This is an optimization exercise on Yosys and OpenROAD, whose aim is small area and a short achievable clock period, not a production implementation. No run shown here included a check of the RTL's function; only the layout flow was run. Power figures rest on the tool's default switching activity, not on a simulated workload.

==> run.sh <==
#!/bin/bash
# synth_recipe.tcl (not shown) runs the flow's synth.tcl, then flattens the netlist and writes it again
# the make line also repeats each setting of config.mk as NAME=value (left out here)
make -C /OpenROAD-flow-scripts/flow DESIGN_CONFIG=/design/flow/config.mk WORK_HOME=/design/flow/orfs CLKGATE_MAP_FILE= SYNTH_SCRIPT=/design/flow/synth_recipe.tcl finish
==> constraint.sdc <==
create_clock -name core_clock -period 6.5 [get_ports {clk}]
set_input_delay 1.3000 -clock core_clock [delete_from_list [all_inputs] [get_ports {clk}]]
set_output_delay 1.3000 -clock core_clock [all_outputs]
set_load 0.01 [all_outputs]
==> config.mk <==
export PLATFORM = sky130hd
export DESIGN_NAME = alu16_top
export DESIGN_NICKNAME = alu16_top
export VERILOG_FILES = /design/flow/design.v
export SDC_FILE = /design/flow/constraint.sdc
export NUM_CORES = 4
export LEC_CHECK = 0
export CAP_MARGIN = 20
export CORE_MARGIN = 2
export CORE_UTILIZATION = 55
export SETUP_SLACK_MARGIN = 3.2
export SLEW_MARGIN = 20
==> design.v <==
module fa1 (input a, input b, input ci, output s, output co);
  assign s = a ^ b ^ ci;
  assign co = (a & b) | (a & ci) | (b & ci);
endmodule
module ha1 (input a, input b, output s, output co);
  assign s = a ^ b;
  assign co = a & b;
endmodule
module adder16_7 (
    input [15:0] x,
    input [15:0] y,
    output [15:0] sum
  );
  wire [15:0] p = x ^ y;
  wire [15:0] g[0:4];
  wire [15:0] q[0:4];
  assign g[0] = x & y;
  assign q[0] = p;
  genvar l, i;
  generate for (l = 0; l < 4; l = l + 1) begin : g_lvl
    for (i = 0; i < 16; i = i + 1) begin : g_bit
      if ((i >> l) & 1) begin : g_op
        localparam integer J = ((i >> l) << l) - 1;
        assign g[l + 1][i] = g[l][i] | (q[l][i] & g[l][J]);
        assign q[l + 1][i] = q[l][i] & q[l][J];
      end else begin : g_pass
        assign g[l + 1][i] = g[l][i];
        assign q[l + 1][i] = q[l][i];
      end
    end
  end endgenerate
  assign sum = p ^ {g[4][14:0], 1'b0};
endmodule
module boolean16_9 (
    input [5:0] alufn,
    input [15:0] a,
    input [15:0] b,
    output [15:0] out
  );
  wire f_and = alufn[3:0] == 4'h8;
  wire f_or  = alufn[3:0] == 4'he;
  wire f_xor = alufn[3:0] == 4'h6;
  wire f_a   = alufn[3:0] == 4'ha;
  assign out = ({16{f_and}} & (a & b)) | ({16{f_or}} & (a | b)) |
               ({16{f_xor}} & (a ^ b)) | ({16{f_a}} & a);
endmodule
module compare16_10 (
    input eqsel,
    input ltf,
    input ltd,
    input [15:0] d,
    output out
  );
  assign out = (eqsel & ~|d) | ltf | (ltd & d[15]);
endmodule
module shifter16_8 (
    input [4:0] s,
    output [15:0] fill
  );
  assign fill = s[4] ? 16'hffff : ~(16'hffff << s[3:0]);
endmodule
module bpp (input one, input two, input neg, input m1, input m0, output p);
  assign p = ((one & m1) | (two & m0)) ^ neg;
endmodule
module bppi (input one, input two, input neg, input m1, input m0, input inj, output p);
  assign p = ((one & m1) | (two & m0) | inj) ^ neg;
endmodule
module benc (input b2, input b1, input b0, input mul, input f1, input f2,
             output one, output two, output neg);
  assign one = (mul & (b1 ^ b0)) | f1;
  assign two = (mul & ((b2 & ~b1 & ~b0) | (~b2 & b1 & b0))) | f2;
  assign neg = mul & b2;
endmodule
module alu_3 (
    input  [5:0]  alufn,
    input  [15:0] a,
    input  [15:0] b,
    output [30:0] cs
  );
  wire [1:0] grp = alufn[5:4];
  wire arith = grp == 2'b00;
  wire mul   = arith & (alufn[1:0] == 2'b10);
  wire addl  = (arith & ~alufn[1]) | (grp == 2'b11);  
  wire subl  = (arith & alufn[0]) | (grp == 2'b11);   
  wire shen  = (grp == 2'b10) & ~(alufn[1] & ~alufn[0]);
  wire rsh   = (grp == 2'b10) & alufn[0];             
  wire sra   = rsh & alufn[1];
  wire [15:0] m;
  genvar gi;
  generate for (gi = 0; gi < 16; gi = gi + 1) begin : g_m
    assign m[gi] = rsh ? a[15 - gi] : a[gi];
  end endgenerate
  wire [15:0] boolr;
  boolean16_9 bu (.alufn(alufn), .a(a), .b(b), .out(boolr));
  wire [15:0] fillm;
  shifter16_8 sh (.s(b[4:0]), .fill(fillm));
  wire [15:0] yv = subl ? ~b :
                   ((arith & ~alufn[1]) ? b :
                   ((grp == 2'b01) ? boolr :
                   ((sra & a[15]) ? fillm : 16'h0000)));
  wire [16:0] bx = {b, 1'b0};
  wire [7:0] one, two, neg;
  generate for (gi = 0; gi < 8; gi = gi + 1) begin : g_booth
    wire hit = shen & ~b[4] & (b[3:1] == gi);
    benc u_enc (.b2(bx[2*gi+2]), .b1(bx[2*gi+1]), .b0(bx[2*gi]), .mul(mul),
                .f1((hit & ~b[0]) | ((gi == 0) & addl)), .f2(hit & b[0]),
                .one(one[gi]), .two(two[gi]), .neg(neg[gi]));
  end endgenerate
  wire [16:0] mx = {m, 1'b0};
  wire [15:0] pp0;
  generate for (gi = 0; gi < 16; gi = gi + 1) begin : g_pp0
    bpp u_pp (.one(one[0]), .two(two[0]), .neg(neg[0]), .m1(mx[gi + 1]), .m0(mx[gi]), .p(pp0[gi]));
  end endgenerate
  wire [13:0] pp1;
  generate for (gi = 0; gi < 14; gi = gi + 1) begin : g_pp1
    bppi u_pp (.one(one[1]), .two(two[1]), .neg(neg[1]), .m1(mx[gi + 1]), .m0(mx[gi]), .inj(yv[gi + 2]), .p(pp1[gi]));
  end endgenerate
  wire [11:0] pp2;
  generate for (gi = 0; gi < 12; gi = gi + 1) begin : g_pp2
    bpp u_pp (.one(one[2]), .two(two[2]), .neg(neg[2]), .m1(mx[gi + 1]), .m0(mx[gi]), .p(pp2[gi]));
  end endgenerate
  wire [9:0] pp3;
  generate for (gi = 0; gi < 10; gi = gi + 1) begin : g_pp3
    bpp u_pp (.one(one[3]), .two(two[3]), .neg(neg[3]), .m1(mx[gi + 1]), .m0(mx[gi]), .p(pp3[gi]));
  end endgenerate
  wire [7:0] pp4;
  generate for (gi = 0; gi < 8; gi = gi + 1) begin : g_pp4
    bpp u_pp (.one(one[4]), .two(two[4]), .neg(neg[4]), .m1(mx[gi + 1]), .m0(mx[gi]), .p(pp4[gi]));
  end endgenerate
  wire [5:0] pp5;
  generate for (gi = 0; gi < 6; gi = gi + 1) begin : g_pp5
    bpp u_pp (.one(one[5]), .two(two[5]), .neg(neg[5]), .m1(mx[gi + 1]), .m0(mx[gi]), .p(pp5[gi]));
  end endgenerate
  wire [3:0] pp6;
  generate for (gi = 0; gi < 4; gi = gi + 1) begin : g_pp6
    bpp u_pp (.one(one[6]), .two(two[6]), .neg(neg[6]), .m1(mx[gi + 1]), .m0(mx[gi]), .p(pp6[gi]));
  end endgenerate
  wire [1:0] pp7;
  generate for (gi = 0; gi < 2; gi = gi + 1) begin : g_pp7
    bpp u_pp (.one(one[7]), .two(two[7]), .neg(neg[7]), .m1(mx[gi + 1]), .m0(mx[gi]), .p(pp7[gi]));
  end endgenerate
  wire e0 = neg[0] | yv[0];
  wire cin = subl;
  wire s1, c2;
  fa1 u_s1 (.a(pp0[0]), .b(e0), .ci(cin), .s(s1), .co(c2));
  wire s3, c4;
  ha1 u_s3 (.a(pp0[10]), .b(pp1[8]), .s(s3), .co(c4));
  wire s5, c6;
  ha1 u_s5 (.a(pp0[11]), .b(pp1[9]), .s(s5), .co(c6));
  wire s7, c8;
  fa1 u_s7 (.a(pp0[12]), .b(pp1[10]), .ci(pp2[8]), .s(s7), .co(c8));
  wire s9, c10;
  ha1 u_s9 (.a(pp3[6]), .b(pp4[4]), .s(s9), .co(c10));
  wire s11, c12;
  fa1 u_s11 (.a(pp0[13]), .b(pp1[11]), .ci(pp2[9]), .s(s11), .co(c12));
  wire s13, c14;
  ha1 u_s13 (.a(pp3[7]), .b(pp4[5]), .s(s13), .co(c14));
  wire s15, c16;
  fa1 u_s15 (.a(pp0[14]), .b(pp1[12]), .ci(pp2[10]), .s(s15), .co(c16));
  wire s17, c18;
  fa1 u_s17 (.a(pp3[8]), .b(pp4[6]), .ci(pp5[4]), .s(s17), .co(c18));
  wire s19, c20;
  ha1 u_s19 (.a(pp6[2]), .b(pp7[0]), .s(s19), .co(c20));
  wire s21;
  fa1 u_s21 (.a(pp0[15]), .b(pp1[13]), .ci(pp2[11]), .s(s21), .co());
  wire s22;
  fa1 u_s22 (.a(pp3[9]), .b(pp4[7]), .ci(pp5[5]), .s(s22), .co());
  wire s23 = pp6[3] ^ pp7[1];
  wire s24, c25;
  ha1 u_s24 (.a(pp0[6]), .b(pp1[4]), .s(s24), .co(c25));
  wire s26, c27;
  ha1 u_s26 (.a(pp0[7]), .b(pp1[5]), .s(s26), .co(c27));
  wire s28, c29;
  fa1 u_s28 (.a(pp0[8]), .b(pp1[6]), .ci(pp2[4]), .s(s28), .co(c29));
  wire s30, c31;
  ha1 u_s30 (.a(pp3[2]), .b(pp4[0]), .s(s30), .co(c31));
  wire s32, c33;
  fa1 u_s32 (.a(pp0[9]), .b(pp1[7]), .ci(pp2[5]), .s(s32), .co(c33));
  wire s34, c35;
  ha1 u_s34 (.a(pp3[3]), .b(pp4[1]), .s(s34), .co(c35));
  wire s36, c37;
  fa1 u_s36 (.a(pp2[6]), .b(pp3[4]), .ci(pp4[2]), .s(s36), .co(c37));
  wire s38, c39;
  fa1 u_s38 (.a(pp5[0]), .b(neg[5]), .ci(s3), .s(s38), .co(c39));
  wire s40, c41;
  fa1 u_s40 (.a(pp2[7]), .b(pp3[5]), .ci(pp4[3]), .s(s40), .co(c41));
  wire s42, c43;
  fa1 u_s42 (.a(pp5[1]), .b(c4), .ci(s5), .s(s42), .co(c43));
  wire s44, c45;
  fa1 u_s44 (.a(pp5[2]), .b(pp6[0]), .ci(neg[6]), .s(s44), .co(c45));
  wire s46, c47;
  fa1 u_s46 (.a(c6), .b(s7), .ci(s9), .s(s46), .co(c47));
  wire s48, c49;
  fa1 u_s48 (.a(pp5[3]), .b(pp6[1]), .ci(c8), .s(s48), .co(c49));
  wire s50, c51;
  fa1 u_s50 (.a(c10), .b(s11), .ci(s13), .s(s50), .co(c51));
  wire s52, c53;
  fa1 u_s52 (.a(neg[7]), .b(c12), .ci(c14), .s(s52), .co(c53));
  wire s54, c55;
  fa1 u_s54 (.a(s15), .b(s17), .ci(s19), .s(s54), .co(c55));
  wire s56;
  fa1 u_s56 (.a(c16), .b(c18), .ci(c20), .s(s56), .co());
  wire s57;
  fa1 u_s57 (.a(s21), .b(s22), .ci(s23), .s(s57), .co());
  wire s58, c59;
  ha1 u_s58 (.a(pp0[4]), .b(pp1[2]), .s(s58), .co(c59));
  wire s60, c61;
  ha1 u_s60 (.a(pp0[5]), .b(pp1[3]), .s(s60), .co(c61));
  wire s62, c63;
  fa1 u_s62 (.a(pp2[2]), .b(pp3[0]), .ci(neg[3]), .s(s62), .co(c63));
  wire s64, c65;
  fa1 u_s64 (.a(pp2[3]), .b(pp3[1]), .ci(c25), .s(s64), .co(c65));
  wire s66, c67;
  fa1 u_s66 (.a(neg[4]), .b(c27), .ci(s28), .s(s66), .co(c67));
  wire s68, c69;
  fa1 u_s68 (.a(c29), .b(c31), .ci(s32), .s(s68), .co(c69));
  wire s70, c71;
  fa1 u_s70 (.a(c33), .b(c35), .ci(s36), .s(s70), .co(c71));
  wire s72, c73;
  fa1 u_s72 (.a(c37), .b(c39), .ci(s40), .s(s72), .co(c73));
  wire s74, c75;
  fa1 u_s74 (.a(c41), .b(c43), .ci(s44), .s(s74), .co(c75));
  wire s76, c77;
  fa1 u_s76 (.a(c45), .b(c47), .ci(s48), .s(s76), .co(c77));
  wire s78, c79;
  fa1 u_s78 (.a(c49), .b(c51), .ci(s52), .s(s78), .co(c79));
  wire s80;
  fa1 u_s80 (.a(c53), .b(c55), .ci(s56), .s(s80), .co());
  wire s81, c82;
  ha1 u_s81 (.a(pp0[1]), .b(yv[1]), .s(s81), .co(c82));
  wire s83, c84;
  fa1 u_s83 (.a(pp0[2]), .b(pp1[0]), .ci(neg[1]), .s(s83), .co(c84));
  wire s85, c86;
  ha1 u_s85 (.a(pp0[3]), .b(pp1[1]), .s(s85), .co(c86));
  wire s87, c88;
  fa1 u_s87 (.a(pp2[0]), .b(neg[2]), .ci(s58), .s(s87), .co(c88));
  wire s89, c90;
  fa1 u_s89 (.a(pp2[1]), .b(c59), .ci(s60), .s(s89), .co(c90));
  wire s91, c92;
  fa1 u_s91 (.a(s24), .b(c61), .ci(s62), .s(s91), .co(c92));
  wire s93, c94;
  fa1 u_s93 (.a(s26), .b(c63), .ci(s64), .s(s93), .co(c94));
  wire s95, c96;
  fa1 u_s95 (.a(s30), .b(c65), .ci(s66), .s(s95), .co(c96));
  wire s97, c98;
  fa1 u_s97 (.a(s34), .b(c67), .ci(s68), .s(s97), .co(c98));
  wire s99, c100;
  fa1 u_s99 (.a(s38), .b(c69), .ci(s70), .s(s99), .co(c100));
  wire s101, c102;
  fa1 u_s101 (.a(s42), .b(c71), .ci(s72), .s(s101), .co(c102));
  wire s103, c104;
  fa1 u_s103 (.a(s46), .b(c73), .ci(s74), .s(s103), .co(c104));
  wire s105, c106;
  fa1 u_s105 (.a(s50), .b(c75), .ci(s76), .s(s105), .co(c106));
  wire s107, c108;
  fa1 u_s107 (.a(s54), .b(c77), .ci(s78), .s(s107), .co(c108));
  wire s109;
  fa1 u_s109 (.a(s57), .b(c79), .ci(s80), .s(s109), .co());
  assign cs = {s109, c108, s107, c106, s105, c104, s103, c102, s101, c100, s99, c98, s97, c96, s95, c94, s93, c92, s91, c90, s89, c88, s87, c86, s85, c84, s83, c82, s81, c2, s1};
endmodule
module alu16_top (
    input clk,
    input [5:0] alufn,
    input [15:0] a,
    input [15:0] b,
    output reg [15:0] y
  );
  wire [30:0] cs;
  alu_3 alu (.alufn(alufn), .a(a), .b(b), .cs(cs));
  wire [1:0] grp = alufn[5:4];
  reg [30:0] cs_q;
  reg sel_sum_q, sel_rev_q, eqsel_q, ltf_q, ltd_q;
  always @(posedge clk) begin
    cs_q <= cs;
    sel_sum_q <= ~grp[1] | (~grp[0] & ~alufn[0]);    
    sel_rev_q <= (grp == 2'b10) & alufn[0];           
    eqsel_q <= (grp == 2'b11) & alufn[1];
    ltf_q <= (grp == 2'b11) & alufn[2] & a[15] & ~b[15];
    ltd_q <= (grp == 2'b11) & alufn[2] & ~(a[15] ^ b[15]);
  end
  wire [15:0] sx = {cs_q[29], cs_q[27], cs_q[25], cs_q[23], cs_q[21], cs_q[19], cs_q[17], cs_q[15], cs_q[13], cs_q[11], cs_q[9], cs_q[7], cs_q[5], cs_q[3], cs_q[1], cs_q[0]};
  wire [15:0] sy = {cs_q[30], cs_q[28], cs_q[26], cs_q[24], cs_q[22], cs_q[20], cs_q[18], cs_q[16], cs_q[14], cs_q[12], cs_q[10], cs_q[8], cs_q[6], cs_q[4], cs_q[2], 1'b0};
  wire [15:0] sum;
  adder16_7 add (.x(sx), .y(sy), .sum(sum));
  wire cmp;
  compare16_10 comp (.eqsel(eqsel_q), .ltf(ltf_q), .ltd(ltd_q), .d(sum), .out(cmp));
  wire [15:0] rv;
  assign rv[15] = cs_q[0];
  assign rv[14] = cs_q[1] | cs_q[2];
  assign rv[13] = cs_q[3] | cs_q[4];
  assign rv[12] = cs_q[5] | cs_q[6];
  assign rv[11] = cs_q[7] | cs_q[8];
  assign rv[10] = cs_q[9] | cs_q[10];
  assign rv[9] = cs_q[11] | cs_q[12];
  assign rv[8] = cs_q[13] | cs_q[14];
  assign rv[7] = cs_q[15] | cs_q[16];
  assign rv[6] = cs_q[17] | cs_q[18];
  assign rv[5] = cs_q[19] | cs_q[20];
  assign rv[4] = cs_q[21] | cs_q[22];
  assign rv[3] = cs_q[23] | cs_q[24];
  assign rv[2] = cs_q[25] | cs_q[26];
  assign rv[1] = cs_q[27] | cs_q[28];
  assign rv[0] = cs_q[29] | cs_q[30];
  wire [15:0] res = ({16{sel_sum_q}} & sum) | ({16{sel_rev_q}} & rv) |
                    {15'd0, cmp};
  always @(posedge clk) begin
    y <= res;
  end
endmodule
==> impl_metrics.py, run 1 <==
metrics = {
    "routing": {
        "drtPass1Iterations": 9,
        "via_per_inst": 6.34,
        "drt_wl_total_microns": 22800,
        "drcViolationCount": 0,
        "num_vias": 6681,
        "ant_nets": 0,
        "wl_per_cell_microns": 21.6,
        "drtIter0Drc": 957,
    },
    "die": {
        "ioPinCount": 55,
        "dieArea_sq_mm": 0.0127,
        "core_sq_mm": 0.0115,
        "die_h_microns": 113,
        "row_count": 39,
        "die_x_microns": 113,
        "start_util_pct": 56.8,
    },
    "outcome": {
        "status": "finished clean",
    },
    "flow_run": {
        "drv_cap": 0,
    },
    "worst_setup_path": {
        "cp_data_arrival_time_ns": 5.08,
        "crit_type": "primary input to flop",
        "worstPathRequired_ns": 6.68,
        "start_kind": "primary input",
        "cpMaxStageDelayCell": "nor3_1",
        "crit_fanout": 5,
        "crit_chain": "buf_12 > nor3_1 > a221o_1 > o21ai_2 > o221ai_2 > xnor2_2 > fa_2 > inv_2 > fa_2 > fa_2 > xnor2_2 > xnor2_2 > xnor2_1 > xnor2_1 > xnor2_1 > xnor3_1",
        "end_kind": "flop",
        "critPathBufInv": 2,
        "critPathMaxStageDelay_ns": 0.74,
        "crit_family": "adder cells",
    },
    "synthesis": {
        "syn_nets": 950,
        "synth-compound-area-share_pct": 23.3,
        "avgSynthCellArea_sq_um": 8.18,
        "synth_edf_count": 0,
        "ys_seq_elements": 52,
        "synth_cell_type_count": 60,
        "synth_fa_ha_area_share_pct": 26.2,
        "yosys_warnings": 2,
        "synth_xor_xnor_area_share_pct": 13.4,
        "synth_cells": 796,
        "syn_area_sq_mm": 0.00651,
        "ys_seq_area_share_pct": 16.0,
        "synth_top_family_by_area": "adder cells",
        "synth_flop_cell": "dfxtp_1",
        "muxShareOfSynthArea_pct": 0.768,
        "yosys.area_share.simple_pct": 11.9,
        "ys_async_sr_fraction_pct": 0,
    },
    "final_layout": {
        "filler_cell_count": 820,
        "nets": 1064,
        "final_common_cell": "inv_1",
        "multi_input_area_sq_mm": 0.00561,
        "stdcell_count": 1054,
        "seqCellArea_sq_mm": 0.00105,
        "final_cell_mix": "inv_1, buf_4, ha_1",
        "antennaDiodeCount": 0,
        "drive_above_1_share_pct": 27.8,
        "area_delta_synth_final_pct": 35.8,
    },
    "sta": {
        "fin_ws_ns": 1.60,
        "hold_viol_final": 0,
        "rsz0062_at_grt": "yes",
        "setup_violations": 0,
        "tns_ns": 0,
        "fin_worst_skew_ns": 0.00738,
        "clock.fmax_mhz": 204,
        "report.final.slew_viol_count": 0,
        "hold_slack_ns": 0.507,
        "min_period_over_period_pct": 75.4,
        "min_period_ns": 4.90,
        "tightest_slew_ns": 0.904,
        "slew_headroom_pct": 39.3,
    },
    "clocking": {
        "cts_tree": "yes",
        "cts_buffer_depth": 2,
        "cts_root_buf": "clkbuf_16",
        "h-tree-depth": 2,
        "cts_hold_buf": 0,
        "clock-sinks": 52,
        "clk_latency_ns": 0.29,
        "path_clk_slew_ns": 0.07,
        "numCtsBuffers": 5,
    },
    "global_route": {
        "grtUsageMet3_pct": 8.84,
        "use_met2_pct": 54.7,
        "grt.overflow.total": 0,
        "grtUsageMet1_pct": 47.2,
        "grtUsageTotal_pct": 34.7,
        "antenna_found_initial": 0,
        "grt.busiest_layer": "met2",
        "grt_pass1_wl_microns": 34900,
        "grt_max_degree": 35,
        "grt_pass1_vias": 6440,
    },
    "power": {
        "ir_worst_vdd_uv": 222,
        "p_per_area_mw_per_mm2": 182,
        "p_leak_uw": 0.00381,
        "finalPower_uw": 1610,
    },
    "worst_hold_path": {
        "hold_path.class": "flop to flop",
    },
    "placement": {
        "post-dp-hpwl_microns": 16200,
        "gp_congestion": 0.982,
        "place_ws_ns": 0.394,
        "placed_cells": 984,
        "port_buffers": 54,
    },
}
per-layer routing:
layer  part of all wire (%)  vias up  routed length, microns
met5                      0        -                       0
met4                    3.5        0                     792
met3                     11       75                    2400
met2                     45      380                   10300
met1                     41     3202                    9250
li1                       -     3024                       -
kinds of logic after synthesis:
group                      count (synthesis)
xor gates and xnor gates                  98
AOI/OAI and AO/OA                        228
DFF                                       52
and+or+nand+nor                          153
buffers and inverters                    145
adders and majority gates                115
muxes                                      5
flip-flops by register name (all words and copies together) (netlist names):
register,flops
cs_q,31
y,16
eqsel_q,1
ltd_q,1
ltf_q,1
sel_rev_q,1
sel_sum_q,1
layout make-up:
class / count / area share (%)
multi-input cells: 599 / 63.4
clock inverters: 3 / 0.311
clock buffers: 5 / 1.41
repair buffers: 154 / 16.8
inverters: 98 / 4.19
flip-flops and latches: 52 / 11.8
well taps: 143 / 2.02
power breakdown:
group,leakage (uW),internal (uW),switching (uW)
registers,0.000434,412,52.5
logic,0.00331,405,473
clock network,0.0000719,146,126
path summary, 6_finish.rpt:
| kind | from | end | slack [ns] | cells past startpoint |
|---|---|---|---|---|
| max | alufn[1] | cs_q[30] | 1.60 | 16 |
| min | cs_q[0] | y[15] | 0.51 | 2 |
| max reg2reg | cs_q[8] | y[0] | 3.05 | 15 |
| min reg2reg | cs_q[0] | y[15] | 0.51 | 2 |
repair_timing:
item | 4_1_cts | 5_1_grt
pin swaps | 69 | 42
setup endpoints to repair | 32 | 32
resized for setup | 198 | 59
cloned | 2 | 1
setup buffers | 45 | 14
worst reg2reg max path: stages (launching register included):
cell and delay (ns):
dfxtp_2 0.37, inv_1 0.05, ha_1 0.31, and2_1 0.18, a311o_1 0.33, a21oi_2 0.17, nor2b_1 0.07, o21ai_1 0.16
nand2_1 0.10, fa_1 0.51, nor4_2 0.18, nand3b_1 0.18, nor4_4 0.21, o221ai_2 0.16, a311oi_2 0.26, a211o_1 0.17
Yosys cell counts (4+ instances only):
library cell,count,share of area [%]
nor3_1,8,0.61
o21ai_0,34,2.6
a22oi_1,22,2.5
xnor2_1,60,8.1
nor2_1,31,1.8
nand2b_1,10,0.96
nor4_1,6,0.58
fa_1,36,11
o21ai_1,4,0.31
inv_1,98,5.6
o22ai_1,67,6.4
a21o_1,4,0.46
ha_1,79,15
mux2i_1,5,0.77
xor2_1,37,5.0
or3_1,6,0.58
o221ai_1,6,0.81
clkbuf_1,41,2.4
a222oi_1,10,1.5
a21oi_1,40,3.1
o211ai_1,8,0.92
dfxtp_1,52,16
nand3b_1,5,0.58
a221oi_1,5,0.67
buf_2,4,0.31
nand2_1,61,3.5
through the flow:
step | cell area (sq um) | util, %
6_report | 8850 | 77.2
3_5_place_dp | 7510 | 65.5
4_1_cts | 8450 | 73.7
2_1_floorplan | 6800 | -
5_1_grt | 8850 | 77.2
3_3_place_gp | 7510 | 65.5
==> inputs of run 2 (changes only) <==
--- a/config.mk
+++ b/config.mk
@@ -9,4 +9,4 @@
 export CORE_MARGIN = 2
 export CORE_UTILIZATION = 55
-export SETUP_SLACK_MARGIN = 3.2
+export SETUP_SLACK_MARGIN = 2.5
 export SLEW_MARGIN = 20
==> run 2 against run 1 <==
  * Design area decreased by 2.7%
  * Still clean
  * Register-to-register slack got worse by 0.32 ns
  * Final cell count decreased by 1.1%
==> impl_metrics.py, run 2 <==
metrics = {
    "worst_setup_path": {
        "worstPathRequired_ns": 6.68,
        "start_kind": "primary input",
        "cp-endpoint": "cs_q[30]",
        "end_kind": "flop",
        "rrSetupSlack_ns": 2.73,
        "crit_chain": "dlygate4sd2_1 > buf_4 > nand2b_1 > o21ai_0 > a32oi_1 > buf_4 > o22ai_1 > xnor2_1 > ha_1 > inv_1 > fa_1 > fa_2 > xnor2_2 > xnor2_1 > xnor2_1 > xnor2_1 > xnor2_1 > xnor3_1",
        "crit_type": "primary input to flop",
        "cp_data_arrival_time_ns": 5.00,
        "critPathLaunch": "b[5]",
        "cp_num_cells": 18,
        "critPathMaxStageDelay_ns": 0.44,
        "crit_fanout": 9,
        "reg2reg_depth": 15,
        "reg2reg_to": "y[0]",
        "rr_startpoint": "cs_q[8]",
        "critPathBufInv": 4,
        "cp_common_cell": "xnor2_1",
        "cpMaxStageDelayCell": "fa_1",
        "crit_family": "XOR/XNOR gates",
    },
    "sta": {
        "fin_worst_skew_ns": 0.00470,
        "hold_viol_final": 0,
        "setup_violations": 0,
        "report.final.slew_viol_count": 0,
        "tightest_slew_ns": 0.575,
        "slew_headroom_pct": 61.5,
        "rsz0062_at_grt": "yes",
        "min_period_over_period_pct": 74.3,
        "tns_ns": 0,
        "clock.fmax_mhz": 207,
        "min_period_ns": 4.83,
    },
    "routing": {
        "ant_nets": 0,
        "drcViolationCount": 0,
        "drtPass1Iterations": 8,
        "via_per_inst": 6.23,
        "drt_wl_total_microns": 21900,
        "wl_per_cell_microns": 21.0,
        "drtIter0Drc": 846,
        "num_vias": 6490,
    },
    "final_layout": {
        "filler_cell_count": 866,
        "regMostFlops": "cs_q",
        "final_common_cell": "inv_1",
        "area_delta_synth_final_pct": 32.2,
        "antennaDiodeCount": 0,
        "nets": 1052,
        "top_regs": "cs_q x31, y x16",
        "drive_above_1_share_pct": 25.3,
        "largest_reg_flops": 31,
        "final_cell_mix": "inv_1, ha_1, buf_4",
    },
    "placement": {
        "port_buffers": 54,
        "gp_congestion": 0.966,
        "post-dp-hpwl_microns": 16600,
    },
    "clocking": {
        "cts_tree": "yes",
        "cts_hold_buf": 0,
        "cts_root_buf": "clkbuf_16",
        "path_clk_slew_ns": 0.07,
        "clk_latency_ns": 0.30,
        "cts_buffer_depth": 2,
        "h-tree-depth": 2,
        "numCtsBuffers": 5,
        "clock-sinks": 52,
    },
    "worst_hold_path": {
        "min_from": "cs_q[0]",
        "hold_path.class": "flop to flop",
    },
    "die": {
        "ioPinCount": 55,
        "start_util_pct": 56.8,
        "die_h_microns": 113,
        "core_sq_mm": 0.0115,
        "die_x_microns": 113,
        "dieArea_sq_mm": 0.0127,
        "row_count": 39,
    },
    "synthesis": {
        "ys_seq_elements": 52,
        "avgSynthCellArea_sq_um": 8.18,
        "synth_flop_cell": "dfxtp_1",
        "ys_seq_area_share_pct": 16.0,
        "synth_cells": 796,
        "synth_cell_type_count": 60,
        "yosysTopAreaCell": "dfxtp_1",
        "synth.area.top_cells": "dfxtp_1, ha_1, fa_1",
        "ys_async_sr_fraction_pct": 0,
        "synth_edf_count": 0,
        "yosys_warnings": 2,
        "syn_area_sq_mm": 0.00651,
        "syn_nets": 950,
        "synth_most_common_cell": "inv_1",
        "synth_top_area_share_pct": 16.0,
        "synth_common_cells": "inv_1, ha_1, o22ai_1, nand2_1, xnor2_1",
    },
    "power": {
        "ir_worst_vdd_uv": 227,
        "p_leak_uw": 0.00368,
        "p_per_area_mw_per_mm2": 183,
        "finalPower_uw": 1580,
    },
    "global_route": {
        "grt.overflow.total": 0,
        "antenna_found_initial": 0,
        "grt_pass1_wl_microns": 34300,
        "grt_pass1_vias": 6397,
        "grtUsageTotal_pct": 34.3,
        "grt_max_degree": 35,
    },
    "flow_run": {
        "drv_cap": 0,
    },
    "outcome": {
        "status": "finished clean",
    },
}
-- run 2: cell counts after synthesis --
No cell type changed its count.
-- run 2: worst reg2reg max path, cell delays in order, from the launching register on --
cell and delay (ns):
dfxtp_1 0.40, inv_1 0.06, ha_1 0.33, and2_1 0.19
a311o_1 0.35, a21oi_2 0.15, nor2b_1 0.08, o21ai_1 0.15
nand2_1 0.10, fa_1 0.53, nor4_2 0.29, nand3b_1 0.16
nor4_2 0.31, o221ai_1 0.20, a311oi_2 0.25, a211o_1 0.17
-- run 2: layout make-up --
class	count	area [sq um]	area share (%)
inverters	98	370	4.30
multi-input cells	599	5530	64.2
clock buffers	5	125	1.45
flip-flops and latches	52	1040	12.1
clock inverters	3	25.0	0.291
well taps	143	179	2.08
repair buffers	142	1350	15.6
-- run 2: per-stage QoR --
| step | worst slack (ns) | std cells | instance area, sq um | hold WS (ns) | utilization [%] |
|---|---|---|---|---|---|
| floorplan | 1.49 | 796 | 6800 | 0.443 | - |
| global placement | 0.492 | 988 | 7540 | 0.467 | 65.8 |
| detailed placement | 0.317 | 988 | 7540 | 0.475 | 65.8 |
| CTS | 1.77 | 1035 | 8430 | 0.485 | 73.5 |
| global route | 1.55 | 1042 | 8610 | 0.522 | 75.1 |
| finish | 1.67 | 1042 | 8610 | 0.485 | 75.1 |
-- run 2: kinds of logic (layout without fill, tap and decap cells) --
| logic type | count (synthesis) | in the layout | share of synthesized area [%] |
|---|---|---|---|
| compound gates | 228 | 228 | 23.3 |
| xor+xnor | 98 | 98 | 13.4 |
| fa+ha+maj | 115 | 115 | 26.2 |
| buf+inv | 145 | 248 | 8.43 |
| flops | 52 | 52 | 16.0 |
| mux | 5 | 5 | 0.768 |
| simple gates | 153 | 153 | 11.9 |
-- run 2: worst min path at each step --
stage | end | slack [ns] | depth (start not counted)
6_report | y[15] | 0.48 | 2
5_1_grt | y[15] | 0.52 | 2
4_1_cts | y[15] | 0.49 | 2
3_5_place_dp | y[15] | 0.47 | 2
3_3_place_gp | y[15] | 0.47 | 2
2_1_floorplan | y[15] | 0.44 | 2
-- run 2: where the power goes --
part / switching, uW / leakage (uW) / internal [uW]
Combinational: 454 / 0.00317 / 385
Sequential: 50.9 / 0.000433 / 411
Clock: 129 / 0.0000708 / 146
Total: 634 / 0.00368 / 942
-- run 2: timing repair --
item | CTS | global route
gates cloned | 2 | 0
buffers inserted | 37 | 7
gates resized for setup | 194 | 31
pin swaps | 52 | 14
endpoints found under the setup margin | 26 | 18
-- run 2: layer usage --
metal	vias to the layer above	global-route usage (%)	wire, microns
met4	0	10.9	719
met1	3107	47.6	9280
met2	316	54.3	9840
li1	2998	-	-
met3	69	6.48	2020
met5	-	0	0

-- afterwards: timing with drivers on the ports --
The results above use ideal ports. As a check the final layouts listed here were re-extracted and re-timed, cells and wires unchanged. Step 1, drivers: a clkbuf_16 drives clk and a buf_2 each remaining input, both assumed. Step 2 times the ports against the registers' clock, not the clock port: input delays grow and output delays shrink by t, the midpoint of the rising clock arrivals with the driver on. a / b / c = ideal / step 1 / step 2; a / b = the first two.
run	shift t [ns]	slack for setup (ns)	hold slack, ns	worst setup path at the end	pins driven straight from the clock port
run 1	0.324	1.596 / 1.537 / 1.213	0.507 / 0.507 / 0.507	input to register	1
run 2	0.326	1.672 / 1.682 / 1.357	0.485 / 0.485 / 0.485	input to register	1
After both steps every run listed still meets setup and hold. The setup slack of run 1, which loses most, moves by -0.059 ns with the drivers and by -0.383 ns with both steps.
